Background: an optimization exercise with open tools, aiming at small area, a short achievable clock period and few clock cycles per item. Do not read the settings as production practice.

Setup of wip/umber:
==> flow/design.v <==
module register_param #(
    parameter BIT_LENGTH = 2048
) (
    input clk, rst,
    input load,
    input [BIT_LENGTH - 1 : 0] parIn,
    output reg [BIT_LENGTH - 1 : 0] parOut
);
    always@(posedge clk, posedge rst) begin
        if (rst == 1)
            parOut <= 0;
        else begin
            if (load == 1)
                parOut <= parIn;
        end
    end
endmodule
module adder #(
    parameter BIT_LENGTH = 32
) (
    input signed [BIT_LENGTH - 1 : 0] in1, in2,
    input mode,  
    output signed [BIT_LENGTH - 1 : 0] out
);
    assign out = (mode == 1) ? (in1 + in2) : (in1 - in2);
endmodule
module upCounterRE #(
    parameter BIT_LENGTH = 16
) (
    input clk, rst,
    input init_cnt, en_cnt,
    output reg [BIT_LENGTH - 1 : 0] count
);
    always @(posedge clk, posedge rst) begin
        if (rst == 1)
            count <= 0;
        else begin
            if (init_cnt == 1)
                count <= 0;
            else if (en_cnt == 1)
                count <= count + 1;
        end
    end
endmodule
module cordic_linear_DP #(
    parameter FLOAT_SIZE = 24,
    parameter INT_SIZE = 8
) (
    input clk, rst,
    input signed [INT_SIZE + FLOAT_SIZE - 1:0] x, y, z,
    input mode,
    input loadX, loadY, loadZ,loadMode,
    input sel_input, adder_mode,
    input init_cnt, en_cnt,
    output signed [INT_SIZE + FLOAT_SIZE - 1:0] x_out, y_out, z_out,
    output co, phi
);
    wire signed [INT_SIZE + FLOAT_SIZE - 1:0] y_in, z_in;
    wire signed [INT_SIZE + FLOAT_SIZE - 1:0] out_adder_y, out_adder_z;
    assign y_in = (sel_input == 1) ? y : out_adder_y; 
    assign z_in = (sel_input == 1) ? z : out_adder_z; 
    register_param #(.BIT_LENGTH(INT_SIZE + FLOAT_SIZE)) X_Reg(
        .clk(clk),
        .rst(rst),
        .load(loadX),
        .parIn(x),
        .parOut(x_out)
    );
    register_param #(.BIT_LENGTH(INT_SIZE + FLOAT_SIZE)) Y_Reg(
        .clk(clk),
        .rst(rst),
        .load(loadY),
        .parIn(y_in),
        .parOut(y_out)
    );
    register_param #(.BIT_LENGTH(INT_SIZE + FLOAT_SIZE)) Z_Reg(
        .clk(clk),
        .rst(rst),
        .load(loadZ),
        .parIn(z_in),
        .parOut(z_out)
    );
    wire mode_val;
    register_param #(.BIT_LENGTH(1)) M_Reg(
        .clk(clk),
        .rst(rst),
        .load(loadMode),
        .parIn(mode),
        .parOut(mode_val)
    );
    wire [$clog2(FLOAT_SIZE) : 0] iter;
    upCounterRE #(.BIT_LENGTH($clog2(FLOAT_SIZE) + 1)) Iter_Count(
        .clk(clk),
        .rst(rst),
        .init_cnt(init_cnt),
        .en_cnt(en_cnt),
        .count(iter)
    );
    assign co = (iter == (FLOAT_SIZE)) ? 1'b1 : 1'b0;
    wire signed [INT_SIZE + FLOAT_SIZE - 1:0] x_shift, one, one_shift;
    assign x_shift = x >>> iter;
    assign one = { {(INT_SIZE-1){1'b0}}, 1'b1, {(FLOAT_SIZE){1'b0}} }; 
    assign one_shift = one >>> iter;
    adder #(.BIT_LENGTH(INT_SIZE + FLOAT_SIZE)) Y_Adder(
        .in1(y_out),
        .in2(x_shift),
        .mode(adder_mode),
        .out(out_adder_y)
    );
    adder #(.BIT_LENGTH(INT_SIZE + FLOAT_SIZE)) Z_Adder(
        .in1(z_out),
        .in2(one_shift),
        .mode(~adder_mode),
        .out(out_adder_z)
    );
    wire phi_rotate, phi_vector; 
    assign phi_rotate = (z_out[INT_SIZE + FLOAT_SIZE - 1] == 1) ? 1'b0 : 1'b1;
    assign phi_vector = (y_out[INT_SIZE + FLOAT_SIZE - 1] == 1) ? 1'b1 : 1'b0;
    assign phi = (mode_val == 1) ? phi_vector : phi_rotate;
endmodule
module cordic_linear_CU (
    input clk, rst,
    input start,
    input co, phi,
    output reg loadX, loadY, loadZ,loadMode,
    output reg sel_input, adder_mode,
    output reg init_cnt, en_cnt,
    output reg done
);
    parameter [1:0] IDLE = 0, INIT = 1, CALC = 2, DONE = 3;
    reg [1:0] ps, ns;
    always @(ps, start, co) begin
        case (ps)
            IDLE: ns = (start == 1) ? INIT : IDLE;
            INIT: ns = (start == 1 ) ? INIT : CALC;
            CALC: ns = (co == 1) ? DONE : CALC;
            DONE: ns = IDLE;
            default: ns = IDLE;
        endcase
    end
    always @(ps, phi) begin
        loadX = 0;
        loadY = 0;
        loadZ = 0;
        loadMode = 0;
        sel_input = 0;
        adder_mode = 0;
        init_cnt = 0;
        en_cnt = 0;
        done = 0;
        case (ps)
            IDLE: ;
            INIT: begin
                init_cnt = 1;
                loadX = 1;
                loadY = 1;
                loadZ = 1;
                loadMode = 1;
                sel_input = 1;
            end
            CALC: begin
                adder_mode = phi;
                en_cnt = 1;
                sel_input = 0;
                loadY = 1;
                loadZ = 1;
            end 
            DONE: done = 1;
            default: ;
        endcase
    end
    always @(posedge clk or posedge rst) begin
        if (rst == 1)
            ps <= IDLE;
        else 
            ps <= ns;
    end
endmodule
module cordic_linear #(
    parameter FLOAT_SIZE = 24,
    parameter INT_SIZE = 8
) (
    input clk, rst,
    input start,
    input signed [INT_SIZE + FLOAT_SIZE - 1:0] x, y, z,
    input mode,
    output signed [INT_SIZE + FLOAT_SIZE - 1:0] x_out, y_out, z_out,
    output done
);
    wire loadX, loadY, loadZ, loadMode;
    wire sel_input, adder_mode;
    wire init_cnt, en_cnt;
    wire co, phi;
    cordic_linear_DP #(.FLOAT_SIZE(FLOAT_SIZE), .INT_SIZE(INT_SIZE)) DP (
        .clk(clk),
        .rst(rst),
        .x(x),
        .y(y),
        .z(z),
        .mode(mode),
        .loadX(loadX),
        .loadY(loadY),
        .loadZ(loadZ),
        .loadMode(loadMode),
        .sel_input(sel_input),
        .adder_mode(adder_mode),
        .init_cnt(init_cnt),
        .en_cnt(en_cnt),
        .x_out(x_out),
        .y_out(y_out),
        .z_out(z_out),
        .co(co),
        .phi(phi)
    );
    cordic_linear_CU CU (
        .clk(clk),
        .rst(rst),
        .start(start),
        .co(co),
        .phi(phi),
        .loadX(loadX),
        .loadY(loadY),
        .loadZ(loadZ),
        .loadMode(loadMode),
        .sel_input(sel_input),
        .adder_mode(adder_mode),
        .init_cnt(init_cnt),
        .en_cnt(en_cnt),
        .done(done)
    );
endmodule
module reciprocal_float_DP (
    input clk, rst,
    input [31:0] x,
    input loadE, loadM, loadS,
    input selE, start_cordic,
    output [31:0] out,
    output done_cordic, zero_flag
);
    wire [7:0] E_val, E_in;
    wire [7:0] out_sub, E_reg_in;
    assign E_in = x[30:23];
    register_param #(.BIT_LENGTH(8)) E_Reg(
        .clk(clk),
        .rst(rst),
        .load(loadE),
        .parIn(E_reg_in),
        .parOut(E_val)
    );
    wire [22:0] M_val, M_in;
    assign M_in = x[22:0];
    register_param #(.BIT_LENGTH(23)) M_Reg(
        .clk(clk),
        .rst(rst),
        .load(loadM),
        .parIn(M_in),
        .parOut(M_val)
    );
    wire S_val, S_in;
    assign S_in = x[31];
    register_param #(.BIT_LENGTH(1)) S_Reg(
        .clk(clk),
        .rst(rst),
        .load(loadS),
        .parIn(S_in),
        .parOut(S_val)
    );
    assign E_reg_in = (selE == 1) ? E_in : out_sub;
    wire frac_zero;
    assign frac_zero = ~(|M_val);
    wire cin;
    assign cin = (frac_zero == 1) ? 1'b1 : 1'b0;
    assign out_sub = $unsigned(8'd253) - $unsigned(E_val) + cin;
    localparam FLOAT_SIZE = 24;
    localparam INT_SIZE = 2;
    wire signed [INT_SIZE + FLOAT_SIZE - 1:0] x_in, z, y;
    assign y = { {(INT_SIZE-1){1'b0}}, 1'b1, {(FLOAT_SIZE){1'b0}} };  
    assign z = {(INT_SIZE + FLOAT_SIZE){1'b0}};  
    assign x_in = { 2'b01, M_val, 1'b0};
    wire mode;
    assign mode = 1'b1;  
    wire signed [INT_SIZE + FLOAT_SIZE - 1:0] x_out, y_out, z_out;
    cordic_linear #(.FLOAT_SIZE(FLOAT_SIZE), .INT_SIZE(INT_SIZE)) Cordic_core(
        .clk(clk),
        .rst(rst),
        .start(start_cordic),
        .x(x_in),
        .y(y),
        .z(z),
        .mode(mode),
        .x_out(x_out),
        .y_out(y_out),
        .z_out(z_out),
        .done(done_cordic)
    );
    assign out = {S_val, E_val, z_out[22:0] };
    wire exp_zero;
    assign exp_zero = ~(|E_val);
    assign zero_flag = exp_zero && frac_zero;
endmodule
module reciprocal_float_CU (
    input clk, rst,
    input start,
    input done_cordic, zero_input,
    output reg loadE, loadM, loadS,
    output reg selE, start_cordic,
    output reg done, zero_flag
);
    parameter [2:0] IDLE = 0, INIT = 1, EXP = 2, CALC = 3, ZERO = 4;
    reg [2:0] ps, ns;
    always @(ps, start, zero_input, done_cordic) begin
        case (ps)
            IDLE: ns = (start == 1) ? INIT : IDLE;
            INIT: ns = (start == 1) ? INIT : EXP;
            EXP: ns = (zero_input == 1) ? ZERO : CALC;
            CALC: ns = (done_cordic == 1) ? IDLE : CALC;
            ZERO: ns = IDLE; 
            default: ns = IDLE;
        endcase
    end
    always @(ps, done_cordic, zero_input) begin
        loadE = 0;
        loadM = 0;
        loadS = 0;
        selE = 0;
        start_cordic = 0;
        done = 0;
        zero_flag = 0;
        case (ps)
            IDLE: ;
            INIT: begin
                selE = 1;
                loadE = 1;
                loadM = 1;
                loadS = 1;
            end 
            EXP: begin
                loadE = 1;
                start_cordic = ~zero_input;  
            end
            CALC: done = done_cordic;
            ZERO: begin
                done = 1;
                zero_flag = 1;
            end
            default: ;
        endcase
    end
    always @(posedge clk or posedge rst) begin
        if (rst == 1)
            ps <= IDLE;
        else 
            ps <= ns;
    end
endmodule
module reciprocal_float(
    input clk, rst,
    input start,
    input [31:0] x,
    output [31:0] out,
    output done, zero_flag
);
    localparam K = 1;           
    localparam NC = 24;        
    localparam W = 30;           
    reg busy, done_r;
    reg [4:0] cnt;
    reg [22:0] m_r;
    reg [W-1:0] r;
    reg s_r, zf_r;
    reg [7:0] e_r;
    wire [24:0] X = {1'b1, m_r, 1'b0};
    wire [W-1:0] rr [0:K];
    assign rr[0] = r;
    genvar g, j;
    generate
        for (g = 0; g < K; g = g + 1) begin : st
            wire [4:0] it = cnt * K + g;
            wire [W-1:0] xm;
            for (j = 0; j < W; j = j + 1) begin : msk
                if (j < 25)
                    assign xm[j] = X[j] & (j >= it);
                else
                    assign xm[j] = 1'b0;
            end
            wire p = ~rr[g][W-1];
            wire [W:0] tt = {rr[g], 1'b1} + {xm ^ {W{p}}, p};
            wire [W-1:0] t = tt[W:1];
            assign rr[g+1] = {t[W-2:0], p};
        end
    endgenerate
    always @(posedge clk or posedge rst) begin
        if (rst) begin
            busy <= 1'b0;
            done_r <= 1'b0;
        end else begin
            done_r <= busy && (cnt == NC - 1);
            if (!busy)
                busy <= start;
            else if (cnt == NC - 1)
                busy <= 1'b0;
        end
    end
    always @(posedge clk) begin
        cnt <= busy ? cnt + 5'd1 : 5'd0;
        r <= busy ? rr[K] : 30'h1000000;
        m_r <= x[22:0];
        s_r <= x[31];
        zf_r <= ~(|x[30:0]);
        e_r <= 8'd253 - x[30:23] + {7'd0, ~(|x[22:0])};
    end
    assign done = done_r;
    assign zero_flag = zf_r;
    assign out = {s_r, e_r, r[20:0], ~r[W-1], 1'b1};
endmodule
==> flow/config.mk <==
export PLATFORM = sky130hd
export DESIGN_NAME = reciprocal_float
export DESIGN_NICKNAME = reciprocal_float
export VERILOG_FILES = /design/flow/design.v
export SDC_FILE = /design/flow/constraint.sdc
export NUM_CORES = 4
export LEC_CHECK = 0
export CAP_MARGIN = 20
export CORE_MARGIN = 2
export CORE_UTILIZATION = 40
export SLEW_MARGIN = 20
==> flow/constraint.sdc <==
create_clock -name core_clock -period 11.0 [get_ports {clk}]
set_input_delay 2.2000 -clock core_clock [delete_from_list [all_inputs] [get_ports {clk}]]
set_output_delay 2.2000 -clock core_clock [all_outputs]
set_load 0.01 [all_outputs]
run.sh (not shown) runs the stock make flow with config.mk's settings and CLKGATE_MAP_FILE= SYNTH_SCRIPT=/design/flow/synth_recipe.tcl, a recipe that flattens the netlist after the stock synthesis.
Input-level comparison between wip/harbor and wip/umber:
--- a/flow/design.v
+++ b/flow/design.v
@@ -360,35 +360,41 @@
     output [31:0] out,
     output done, zero_flag
 );
-    localparam K = 1;           
-    localparam NC = 24;        
-    localparam W = 30;           
+    localparam NC = 11;          
+    localparam W = 29;           
     reg busy, done_r;
-    reg [4:0] cnt;
+    reg [3:0] cnt;
+    reg [22:0] xm_r;             
     reg [22:0] m_r;
     reg [W-1:0] r;
-    reg s_r, zf_r;
+    reg s_r, zf_r, p24_r;
     reg [7:0] e_r;
-    wire [24:0] X = {1'b1, m_r, 1'b0};
-    wire [W-1:0] rr [0:K];
-    assign rr[0] = r;
-    genvar g, j;
+    wire [22:0] clr_a, clr_b;    
+    genvar k;
     generate
-        for (g = 0; g < K; g = g + 1) begin : st
-            wire [4:0] it = cnt * K + g;
-            wire [W-1:0] xm;
-            for (j = 0; j < W; j = j + 1) begin : msk
-                if (j < 25)
-                    assign xm[j] = X[j] & (j >= it);
-                else
-                    assign xm[j] = 1'b0;
+        for (k = 0; k < 23; k = k + 1) begin : dec
+            if (k % 2 == 1) begin
+                assign clr_a[k] = (cnt == (k - 1) / 2);
+                assign clr_b[k] = 1'b0;
+            end else begin
+                assign clr_a[k] = 1'b0;
+                assign clr_b[k] = (k >= 2) && (cnt == (k - 2) / 2);
             end
-            wire p = ~rr[g][W-1];
-            wire [W:0] tt = {rr[g], 1'b1} + {xm ^ {W{p}}, p};
-            wire [W-1:0] t = tt[W:1];
-            assign rr[g+1] = {t[W-2:0], p};
         end
     endgenerate
+    wire [W-1:0] xm0 = {{(W-25){1'b0}}, 1'b1, xm_r, 1'b0};
+    wire [W-1:0] xm1 = {{(W-25){1'b0}}, 1'b1, xm_r & ~clr_a, 1'b0};
+    wire p0 = ~r[W-1];
+    wire [W-1:0] t0;
+    wire [W:0] tt0 = {r, 1'b1} + {xm0 ^ {W{p0}}, p0};
+    assign t0 = tt0[W:1];
+    wire [W-1:0] r1 = {t0[W-2:0], p0};
+    wire p1 = ~r1[W-1];
+    wire [W-1:0] t1;
+    wire [W:0] tt1 = {r1, 1'b1} + {xm1 ^ {W{p1}}, p1};
+    assign t1 = tt1[W:1];
+    wire [W-1:0] r2 = {t1[W-2:0], p1};
+    wire [23:0] y2 = 24'h800000 - {1'b0, x[22:0]};
     always @(posedge clk or posedge rst) begin
         if (rst) begin
             busy <= 1'b0;
@@ -402,14 +408,16 @@
         end
     end
     always @(posedge clk) begin
-        cnt <= busy ? cnt + 5'd1 : 5'd0;
-        r <= busy ? rr[K] : 30'h1000000;
+        cnt <= busy ? cnt + 4'd1 : 4'd0;
+        r <= busy ? r2 : {{(W-26){y2[23]}}, y2, 2'b00};
+        xm_r <= busy ? xm_r & ~clr_a & ~clr_b : {x[22:1], 1'b0};
+        p24_r <= ~t1[W-1];
         m_r <= x[22:0];
         s_r <= x[31];
         zf_r <= ~(|x[30:0]);
-        e_r <= 8'd253 - x[30:23] + {7'd0, ~(|x[22:0])};
+        e_r <= ~x[30:23] - 8'd2 + {7'd0, ~(|m_r)};
     end
     assign done = done_r;
     assign zero_flag = zf_r;
-    assign out = {s_r, e_r, r[20:0], ~r[W-1], 1'b1};
+    assign out = {s_r, e_r, r[20:0], p24_r, 1'b1};
 endmodule
==> notes.md <==
- wip/harbor finished all stages; the layout is clean.
- Post-synthesis area per instance was higher in wip/umber than in wip/harbor.
- wip/harbor vs. wip/umber: vertical die dimension grew by about 23%; number of placement rows shows an increase of 9; post-placement cell count now larger; starting utilization of the core area essentially unchanged; sequential cell count up about 30%.
- Diff wip/umber -> wip/harbor: clock-buffer cell count rose 2, overall fraction of global-route tracks in use rose 2.6 points, register-to-register slack fell 1.70 ns, footprint of the flip-flops and latches rose about 30%.
No run of this note included a check of the RTL's function; only the layout flow was run.

==> what the ideal ports hide <==
The flow's constraints put no driver on any port. The routed layouts listed below were extracted and timed again, unchanged, in two steps. Step 1: set_driving_cell puts a clkbuf_16 on clk and a buf_2 on each other input, an assumption about the parent block. Step 2 adds t to the input delays and takes it off the output delays; t is the mean of the earliest and latest rising clock arrival at the registers after step 1. Input paths then give back, and output paths get back, about the clock's delay inside the block. Three values: ideal ports, drivers, drivers and shift; two values: the first two.
| run | shift t [ns] | setup slack, ns | worst slew at a driven data input, ns |
|---|---|---|---|
| wip/umber | 0.388 | 6.516 / 6.482 / 6.527 | 0.04 |
| wip/harbor | 0.383 | 5.324 / 5.324 / 5.324 | 0.04 |
After both steps every run listed still meets setup and hold.
